Context: an optimization exercise on an open-source flow, tuned for a short achievable clock period and few clock cycles. The choices shown serve that exercise and are no tape-out recipe.

==> run C <==
==> flow/design.v (excerpt) <==
module cpu(	input clock,
			input reset,
			output 	[31:0] PC_out,
			input  	[31:0] instr_in,
			output 	[31:0] data_addr,
			output ren,
			output wen,
			output 	[31:0] data_out,
			input 	[31:0] data_in,
			output 	[3:0]  byte_select,
			input memReady
			);
clock: 20.0 ns
lec_check: 0
abc_clock_period_in_ps: 5000
cap_margin: 20
core_margin: 2
core_utilization: 40
slew_margin: 20
standard.sh (not shown) runs the stock make flow with config.mk's settings and CLKGATE_MAP_FILE= SYNTH_SCRIPT=/design/flow/synth_recipe.tcl, a recipe that flattens the netlist after the stock synthesis.
==> flow/flow/run.sh <==
#!/bin/bash
# Own layout flow: the standard synthesis unchanged, then ORFS from floorplan to
# finish with a tighter setup repair target (the design's SDC is unchanged; only
# repair_timing's margin is raised) and buf_4 cells as the port buffers.
set -euo pipefail
bash standard.sh synth > synth_make.log 2>&1
bash standard.sh finish SETUP_SLACK_MARGIN=14 TNS_END_PERCENT=100 \
  "BUFFER_PORTS_ARGS=-buffer_cell sky130_fd_sc_hd__buf_4" > layout_make.log 2>&1
==> inputs of run D, as changes to run C <==
--- a/flow/design.v
+++ b/flow/design.v
@@ -1476,34 +1476,42 @@
 reg [31:0] pc_f1;
 reg [15:2] pc_bt;    
 reg        f2_v;
 reg [31:0] f2_pc, f2_pnpc;
 reg        f2_bhit;
 reg [1:0]  f2_bctr;
+reg [7:0]  f2_phi;
+reg        f2_ptk;      
 reg        s_v;
 reg [31:0] s_ir, s_pc, s_pnpc;
 reg        s_bhit;
 reg [1:0]  s_bctr;
+reg [7:0]  s_phi;
 reg        d_v;
 reg [31:0] d_ir, d_pc, d_pnpc;
 reg        d_bhit;
 reg [1:0]  d_bctr;
+reg [7:0]  d_phi;
 reg        x_v;
 reg [31:0] x_pc, x_a, x_b, x_imm, x_link, x_btgt, x_pnpc;
 reg [4:0]  x_rs1, x_rs2, x_rd;
 reg        x_use1, x_use2, x_wr;
 reg        x_selpc, x_selimm, x_zeroa;
 reg [2:0]  x_f3;
 reg        x_sub, x_sra;
 reg        x_br, x_jal, x_jalr, x_mul, x_mulph;
 reg        x_ptaken, x_tgtok, x_bhit, x_ret;
 reg [1:0]  x_bctr;
+reg [7:0]  x_phi;
 reg [31:0] x_ms, x_mc;
 reg        x_l1, x_l2;       
 reg [31:0] rf [1:31];
 reg [31:1] rf_ok;            
+reg        w_v;
+reg [4:0]  w_rd;
+reg [31:0] w_res;
 reg [31:0] ld_pend;
 reg        q0_v, q0_ld, q0_st, q0_dp;
 reg [31:0] q0_addr, q0_data;
 reg [3:0]  q0_bsel;
 reg [4:0]  q0_rd;
 reg [2:0]  q0_f3;
@@ -1522,20 +1530,24 @@
 reg        x_ld, x_st;
 reg [31:0] x_addr;
 reg [3:0]  x_bsel;
 reg [2:0]  x_lf3;
 reg        q0_fill, q1_fill, o_fill, ld_fill;    
 reg [29:0] o_w, ld_w;
+reg        pf_v;             
+reg [29:0] pf_w;
 reg [31:0] ld_raw;
 reg        ld_v;
 reg [4:0]  ld_rd;
 reg [31:0] ldr;
 reg        btb_v   [0:BTB_N-1];
 reg [7:0]  btb_tag [0:BTB_N-1];
 reg [13:0] btb_tgt [0:BTB_N-1];    
-reg [1:0]  btb_ctr [0:BTB_N-1];
+reg        btb_br  [0:BTB_N-1];    
+reg [5:0]  lh  [0:63];
+reg [1:0]  pht [0:255];
 reg        btb_ret [0:BTB_N-1];
 reg [31:0] ras   [0:15];
 reg        ras_v [0:15];
 reg [3:0]  ras_sp;
 assign PC_out      = pc_f1;
 assign data_addr   = q0_addr;
@@ -1544,16 +1556,19 @@
 assign data_out    = q0_data;
 assign byte_select = q0_bsel;
 wire [31:0] ras_top  = ras[ras_sp];
 wire        ras_topv = ras_v[ras_sp];
 wire [5:0]  f1_idx  = pc_bt[7:2];
 wire        f1_bhit = btb_v[f1_idx] & (btb_tag[f1_idx] == pc_bt[15:8]);
-wire [1:0]  f1_bctr = btb_ctr[f1_idx];
+wire [5:0]  f1_hist = lh[pc_bt[7:2]];
+wire [7:0]  f1_phi  = {f1_hist, 2'b00} ^ pc_bt[9:2];
+wire [1:0]  f1_bctr = pht[f1_phi];
+wire        f1_take = f1_bhit & (~btb_br[f1_idx] | f1_bctr[1]);
 wire [31:0] f1_seq  = pc_f1 + 32'd4;
 wire        f1_useras = btb_ret[f1_idx] & ras_topv;
-wire [31:0] f1_pnpc = (f1_bhit & f1_bctr[1]) ? (f1_useras ? ras_top : {pc_f1[31:16], btb_tgt[f1_idx], 2'b00}) : f1_seq;
+wire [31:0] f1_pnpc = f1_take ? (f1_useras ? ras_top : {pc_f1[31:16], btb_tgt[f1_idx], 2'b00}) : f1_seq;
 wire [6:0] d_op  = d_ir[6:0];
 wire [2:0] d_f3  = d_ir[14:12];
 wire [4:0] d_rd  = d_ir[11:7];
 wire [4:0] d_rs1 = d_ir[19:15];
 wire [4:0] d_rs2 = d_ir[24:20];
 wire d_lui   = (d_op == 7'b0110111);
@@ -1587,17 +1602,24 @@
 wire        ldm2  = ld_wr & (ld_rd == d_rs2);
 wire        x_done;         
 wire        x_wen;          
 wire [31:0] x_res;
 wire        xm1 = x_wen & (x_rd == d_rs1);
 wire        xm2 = x_wen & (x_rd == d_rs2);
-wire [31:0] rs1_nox = ldm1 ? ldr : rf1;
-wire [31:0] rs2_nox = ldm2 ? ldr : rf2;
+wire        wm1   = w_v & (w_rd == d_rs1);
+wire        wm2   = w_v & (w_rd == d_rs2);
+wire [31:0] rs1_nox = wm1 ? w_res : (ldm1 ? ldr : rf1);
+wire [31:0] rs2_nox = wm2 ? w_res : (ldm2 ? ldr : rf2);
 wire [31:0] d_a = xm1 ? x_res : rs1_nox;
 wire [31:0] d_b = xm2 ? x_res : rs2_nox;
-wire [31:0] d_addr = rs1_nox + d_aimm;
+wire [12:0] d_alo   = {1'b0, rs1_nox[11:0]} + {1'b0, d_aimm[11:0]};
+wire [19:0] d_ahi0  = rs1_nox[31:12];
+wire [19:0] d_ahip  = rs1_nox[31:12] + 20'd1;
+wire [19:0] d_ahim  = rs1_nox[31:12] - 20'd1;
+wire [19:0] d_ahi   = d_aimm[11] ? (d_alo[12] ? d_ahi0 : d_ahim) : (d_alo[12] ? d_ahip : d_ahi0);
+wire [31:0] d_addr  = {d_ahi, d_alo[11:0]};
 reg  [3:0]  d_bsel;
 always @(*) begin
 	case (d_f3[1:0])
 		2'b00:   d_bsel = 4'b0001 << d_addr[1:0];
 		2'b01:   d_bsel = d_addr[1] ? 4'b1100 : 4'b0011;
 		default: d_bsel = 4'b1111;
@@ -1654,15 +1676,19 @@
 			endcase
 		3'd1: dc_al = x_addr[1] ? {{16{dcw[31]}}, dcw[31:16]} : {{16{dcw[15]}}, dcw[15:0]};
 		3'd5: dc_al = x_addr[1] ? {16'd0, dcw[31:16]} : {16'd0, dcw[15:0]};
 		default: dc_al = dcw;
 	endcase
 end
-assign x_wen   = x_done & x_wr & (~x_ld | x_hit);
+assign x_wen   = x_done & x_wr;
 wire   x_push  = x_done & (x_st | (x_ld & ~x_hit));
 wire   st_upd  = x_done & x_st;
+wire [29:0] x_pw    = x_w + 30'd1;     
+wire [4:0]  x_pidx  = x_pw[4:0] ^ x_pw[9:5] ^ x_pw[14:10];
+wire        x_pin   = (dc_tag[x_pidx] == x_pw[29:5]) & (dc_bv[x_pidx] == 4'hf);
+wire        pf_req  = x_done & x_ld & ~x_pin;
 wire [31:0] inA = x_selpc ? x_pc : (x_zeroa ? 32'd0 : xa);
 wire [31:0] inB = x_selimm ? x_imm : xb;
 wire [31:0] sum  = x_sub ? (inA - inB) : (inA + inB);
 wire        ltu  = (inA < inB);
 wire        lt   = (inA[31] ^ inB[31]) ? inA[31] : ltu;
 wire [31:0] sll  = inA << inB[4:0];
@@ -1681,22 +1707,24 @@
 	endcase
 end
 wire [31:0] ms, mc;
 mul_csa mul_tree(.a(xa), .b(xb), .s(ms), .c(mc));
 wire [31:0] mul_res = x_ms + x_mc;
 assign x_res = x_ld ? dc_al : (x_mul ? mul_res : ((x_jal | x_jalr) ? x_link : alu));
-wire beq = (xa == xb);
+wire beq  = (xa == xb);
+wire bltu = (xa < xb);
+wire blt  = (xa[31] ^ xb[31]) ? xa[31] : bltu;
 reg  btaken;
 always @(*) begin
 	case (x_f3)
 		3'd0: btaken = beq;
 		3'd1: btaken = ~beq;
-		3'd4: btaken = lt;
-		3'd5: btaken = ~lt;
-		3'd6: btaken = ltu;
-		3'd7: btaken = ~ltu;
+		3'd4: btaken = blt;
+		3'd5: btaken = ~blt;
+		3'd6: btaken = bltu;
+		3'd7: btaken = ~bltu;
 		default: btaken = 1'b0;
 	endcase
 end
 wire [31:0] jalr_t = (xa + x_imm) & 32'hfffffffe;
 wire br_mis   = x_br & (btaken ? ~(x_ptaken & x_tgtok) : x_ptaken);
 wire jalr_mis = x_jalr & (jalr_t != x_pnpc);
@@ -1705,14 +1733,13 @@
 wire        bt_upd   = x_done & (x_br | x_jal | x_jalr);
 wire        bt_taken = x_jal | x_jalr | btaken;
 wire [31:0] bt_tgt   = x_jalr ? jalr_t : x_btgt;
 wire [5:0]  bt_idx   = x_pc[7:2];
 reg  [1:0]  bt_ctr;
 always @(*) begin
-	if (x_jal | x_jalr)      bt_ctr = 2'd3;
-	else if (btaken)         bt_ctr = x_bhit ? ((x_bctr == 2'd3) ? 2'd3 : x_bctr + 2'd1) : 2'd2;
+	if (btaken)              bt_ctr = (x_bctr == 2'd3) ? 2'd3 : x_bctr + 2'd1;
 	else                     bt_ctr = (x_bctr == 2'd0) ? 2'd0 : x_bctr - 2'd1;
 end
 wire q_acc   = q0_v & ~q0_dp & memReady;
 wire arrive  = o_v & memReady;
 reg [31:0] ld_al;
 always @(*) begin
@@ -1762,12 +1789,16 @@
 wire [31:0] q0_dc  = q0_cap ? q0_dnew : q0_data;
 wire [31:0] q1_dc  = q1_cap ? q1_dnew : q1_data;
 wire        q0_dpc = q0_dp & ~q0_cap;
 wire        q1_dpc = q1_dp & ~q1_cap;
 wire        q_shift = ~q0_v | q_acc;    
 wire d_take   = ~d_v | d_adv;
+wire        f2_isjal = (instr_in[6:0] == 7'b1101111);
+wire [31:0] f2_jt    = f2_pc + {{11{instr_in[31]}}, instr_in[31], instr_in[19:12], instr_in[20], instr_in[30:21], 1'b0};
+wire        f2_redir = f2_v & f2_isjal & ~f2_ptk;
+wire [31:0] f2_pn    = f2_redir ? f2_jt : f2_pnpc;
 wire d_take_p = ~d_v | ~d_stall;      
 wire s_v_nx_p = (s_v & ~d_take_p) | (f2_v & (s_v | ~d_take_p));
 wire s_v_next = (s_v & ~d_take) | (f2_v & (s_v | ~d_take));
 wire issue    = ~s_v_next;
 wire d_from_s = d_take & s_v;
 always @(posedge clock or negedge reset) begin
@@ -1787,12 +1818,19 @@
 		pc_f1 <= d_target;
 		pc_bt <= d_target[15:2];
 		f2_v  <= 1'b0;
 		s_v   <= 1'b0;
 		if (d_adv)
 			d_v <= 1'b0;
+	end else if (f2_redir) begin
+		pc_f1 <= f2_jt;
+		pc_bt <= f2_jt[15:2];
+		f2_v  <= 1'b0;
+		if (d_take)
+			d_v <= s_v | f2_v;
+		s_v  <= s_v_next;
 	end else begin
 		if (d_take)
 			d_v <= s_v | f2_v;
 		s_v  <= s_v_next;
 		f2_v <= issue;
 		if (issue) begin
@@ -1806,34 +1844,39 @@
 		if (s_v) begin
 			d_ir   <= s_ir;
 			d_pc   <= s_pc;
 			d_pnpc <= s_pnpc;
 			d_bhit <= s_bhit;
 			d_bctr <= s_bctr;
+			d_phi  <= s_phi;
 		end else begin
 			d_ir   <= instr_in;
 			d_pc   <= f2_pc;
-			d_pnpc <= f2_pnpc;
+			d_pnpc <= f2_pn;
 			d_bhit <= f2_bhit;
 			d_bctr <= f2_bctr;
+			d_phi  <= f2_phi;
 		end
 	end else if (d_redirect) begin
 		d_pnpc <= d_target;
 	end
 	if (f2_v & ((d_take_p & s_v) | ~d_take_p)) begin
 		s_ir   <= instr_in;
 		s_pc   <= f2_pc;
-		s_pnpc <= f2_pnpc;
+		s_pnpc <= f2_pn;
 		s_bhit <= f2_bhit;
 		s_bctr <= f2_bctr;
+		s_phi  <= f2_phi;
 	end
 	if (~s_v_nx_p) begin
 		f2_pc   <= pc_f1;
 		f2_pnpc <= f1_pnpc;
 		f2_bhit <= f1_bhit;
 		f2_bctr <= f1_bctr;
+		f2_phi  <= f1_phi;
+		f2_ptk  <= f1_take;
 	end
 end
 always @(posedge clock or negedge reset) begin
 	if (reset == 1'b0) begin
 		x_v     <= 1'b0;
 		x_mulph <= 1'b0;
@@ -1893,31 +1936,42 @@
 		x_jalr  <= d_jalr;
 		x_mul   <= d_mul;
 		x_ptaken <= (d_pnpc != d_link);
 		x_tgtok  <= (d_pnpc == d_btgt);
 		x_bhit  <= d_bhit;
 		x_bctr  <= d_bctr;
+		x_phi   <= d_phi;
 		x_ret   <= d_ret;
 	end
 end
+always @(posedge clock or negedge reset) begin
+	if (reset == 1'b0)
+		w_v <= 1'b0;
+	else
+		w_v <= x_wen;
+end
+always @(posedge clock) begin
+	w_rd  <= x_rd;
+	w_res <= x_res;
+end
 integer ri;
 always @(posedge clock) begin
 	for (ri = 1; ri < 32; ri = ri + 1) begin
-		if (x_wen & (x_rd == ri))
-			rf[ri] <= x_res;
+		if (w_v & (w_rd == ri))
+			rf[ri] <= w_res;
 		else if (ld_v & (ld_rd == ri))
 			rf[ri] <= ldr;
 	end
 end
 integer vi;
 always @(posedge clock or negedge reset) begin
 	if (reset == 1'b0) begin
 		rf_ok <= 31'd0;
 	end else begin
 		for (vi = 1; vi < 32; vi = vi + 1)
-			if ((x_wen & (x_rd == vi)) | (ld_v & (ld_rd == vi)))
+			if ((w_v & (w_rd == vi)) | (ld_v & (ld_rd == vi)))
 				rf_ok[vi] <= 1'b1;
 	end
 end
 integer pi;
 always @(posedge clock or negedge reset) begin
 	if (reset == 1'b0) begin
@@ -1934,38 +1988,55 @@
 end
 always @(posedge clock or negedge reset) begin
 	if (reset == 1'b0) begin
 		q0_v <= 1'b0;
 		q1_v <= 1'b0;
 	end else if (q_shift) begin
-		q0_v <= q1_v | x_push;
-		q1_v <= q1_v & x_push;
+		q0_v <= q1_v | x_push | pf_v;
+		q1_v <= (q1_v | pf_v) & x_push;
 	end else if (x_push) begin
 		q1_v <= 1'b1;
 	end
 end
 wire q0_fill_c = q0_fill & ~(st_upd & (q0_addr[31:2] == x_w));
 wire q1_fill_c = q1_fill & ~(st_upd & (q1_addr[31:2] == x_w));
 wire o_fill_c  = o_fill  & ~(st_upd & (o_w == x_w));
+wire pf_take = q_shift & ~q1_v & pf_v;
+always @(posedge clock or negedge reset) begin
+	if (reset == 1'b0)
+		pf_v <= 1'b0;
+	else if (pf_req)
+		pf_v <= 1'b1;
+	else if (pf_take | (st_upd & (x_w == pf_w)))
+		pf_v <= 1'b0;
+end
+always @(posedge clock)
+	if (pf_req)
+		pf_w <= x_pw;
 always @(posedge clock) begin
 	if (q_shift) begin
-		q0_fill <= q1_v ? q1_fill_c : 1'b1;
+		q0_fill <= q1_v ? q1_fill_c : ~(pf_v & st_upd & (pf_w == x_w));
 		q1_fill <= 1'b1;
 	end else begin
 		q0_fill <= q0_fill_c;
 		q1_fill <= q1_v ? q1_fill_c : 1'b1;
 	end
 	if (q_shift) begin
 		if (q1_v) begin
 			q0_ld <= q1_ld; q0_st <= q1_st; q0_addr <= q1_addr; q0_data <= q1_dc;
 			q0_bsel <= q1_bsel; q0_rd <= q1_rd; q0_f3 <= q1_f3; q0_dp <= q1_dpc;
 			q1_ld <= x_ld; q1_st <= x_st; q1_addr <= x_addr; q1_data <= x_sd;
 			q1_bsel <= x_bsel; q1_rd <= n_rd; q1_f3 <= x_lf3; q1_dp <= n_dp;
-		end else begin
+		end else if (~pf_v) begin
 			q0_ld <= x_ld; q0_st <= x_st; q0_addr <= x_addr; q0_data <= x_sd;
 			q0_bsel <= x_bsel; q0_rd <= n_rd; q0_f3 <= x_lf3; q0_dp <= n_dp;
+		end else begin
+			q0_ld <= 1'b1; q0_st <= 1'b0; q0_addr <= {pf_w, 2'b00};
+			q0_rd <= 5'd0; q0_f3 <= 3'd2; q0_dp <= 1'b0;
+			q1_ld <= x_ld; q1_st <= x_st; q1_addr <= x_addr; q1_data <= x_sd;
+			q1_bsel <= x_bsel; q1_rd <= n_rd; q1_f3 <= x_lf3; q1_dp <= n_dp;
 		end
 	end else begin
 		q0_data <= q0_dc;
 		q0_dp   <= q0_dpc;
 		if (~q1_v) begin
 			q1_ld <= x_ld; q1_st <= x_st; q1_addr <= x_addr; q1_data <= x_sd;
@@ -2051,12 +2122,24 @@
 	end
 end
 always @(posedge clock) begin
 	if (d_adv & d_call)
 		ras[ras_sp + 4'd1] <= d_link;
 end
+integer hi;
+always @(posedge clock or negedge reset) begin
+	if (reset == 1'b0) begin
+		for (hi = 0; hi < 64; hi = hi + 1)
+			lh[hi] <= 6'd0;
+		for (hi = 0; hi < 256; hi = hi + 1)
+			pht[hi] <= 2'd2;
+	end else if (x_done & x_br) begin
+		lh[x_pc[7:2]] <= {lh[x_pc[7:2]][4:0], btaken};
+		pht[x_phi]    <= bt_ctr;
+	end
+end
 integer bi;
 always @(posedge clock or negedge reset) begin
 	if (reset == 1'b0) begin
 		for (bi = 0; bi < BTB_N; bi = bi + 1)
 			btb_v[bi] <= 1'b0;
 	end else if (bt_upd & bt_taken) begin
@@ -2065,14 +2148,12 @@
 end
 always @(posedge clock) begin
 	if (bt_upd) begin
 		if (bt_taken) begin
 			btb_tag[bt_idx] <= x_pc[15:8];
 			btb_tgt[bt_idx] <= bt_tgt[15:2];
-			btb_ctr[bt_idx] <= bt_ctr;
+			btb_br[bt_idx]  <= x_br;
 			btb_ret[bt_idx] <= x_ret;
-		end else if (x_bhit) begin
-			btb_ctr[bt_idx] <= bt_ctr;
 		end
 	end
 end
 endmodule
- CORE_UTILIZATION: 40 -> 30
==> out/summary.md <==
GRT
- 0.397 — global-route track usage on met2
- 0.269 — overall routing resource usage

CTS
- 775 — number of buffers created by CTS
- 1358 — cells resized by post-CTS repair

Floorplan
- 1120 µm — overall die width

Yosys
- 0.0190 — share of the synthesized netlist area taken by xor and xnor gates
- 0.165 — proportion of synthesized area in mux cells
- 5736 x sky130_fd_sc_hd__edfxtp_1, 3334 x sky130_fd_sc_hd__nand2_1, 2365 x sky130_fd_sc_hd__mux2_2, 2015 x sky130_fd_sc_hd__clkbuf_1, 1958 x sky130_fd_sc_hd__o21ai_0 — Commonest cells post-synth
- 7116 — Synth Register Bits
- 0.0930 — basic-gate share of the synthesized area counting and, or, nand and nor cells
- 12.6 µm² — mean instance size in the synthesized netlist
- 39 — synthesis warning total
- 108 — Netlist cell types

Outcome
- finished clean — run status

Source of the figures above: run D

==> out/summary.md <==
Floorplan
- 897 µm — overall die width

GRT
- 0.518 — global-route track usage on met2

Outcome
- stopped before the end — run status
- global routing (5_1_grt) — Halt Stage
- [ERROR GRT-0232] Routing congestion too high. Check the congestion heatmap in the GUI. — first error in the log

Yosys
- 105 — Netlist cell types
- 6186 — Synth Register Bits
- 37 — synthesis warning total
- 13.0 µm² — mean instance size in the synthesized netlist
- 0.150 — proportion of synthesized area in mux cells

Source of the figures above: run C

Function was not checked in any run of this note: the RTL went through the layout flow alone.

-- port drivers added, routing unchanged --
No port has a modelled driver above. Below, the same layout with a new extraction and two added sets of constraints. Step 1, drivers: a clkbuf_16 drives clock and a buf_2 each remaining input, both assumed. Step 2 also shifts input and output timing later by t, the mid clock arrival at the registers, as if the neighbouring blocks saw the same clock. Three values: ideal ports, drivers, drivers and shift; two values: the first two.
run: run D
shift t [ns]: 1.339
setup slack, ns: 12.891 / 12.891 / 11.721
clock arrival spread, ns: 0.182 / 0.183
After both steps run D still meets setup and hold. The setup slack of run D moves by 0.000 ns with the drivers and by -1.170 ns with both steps.
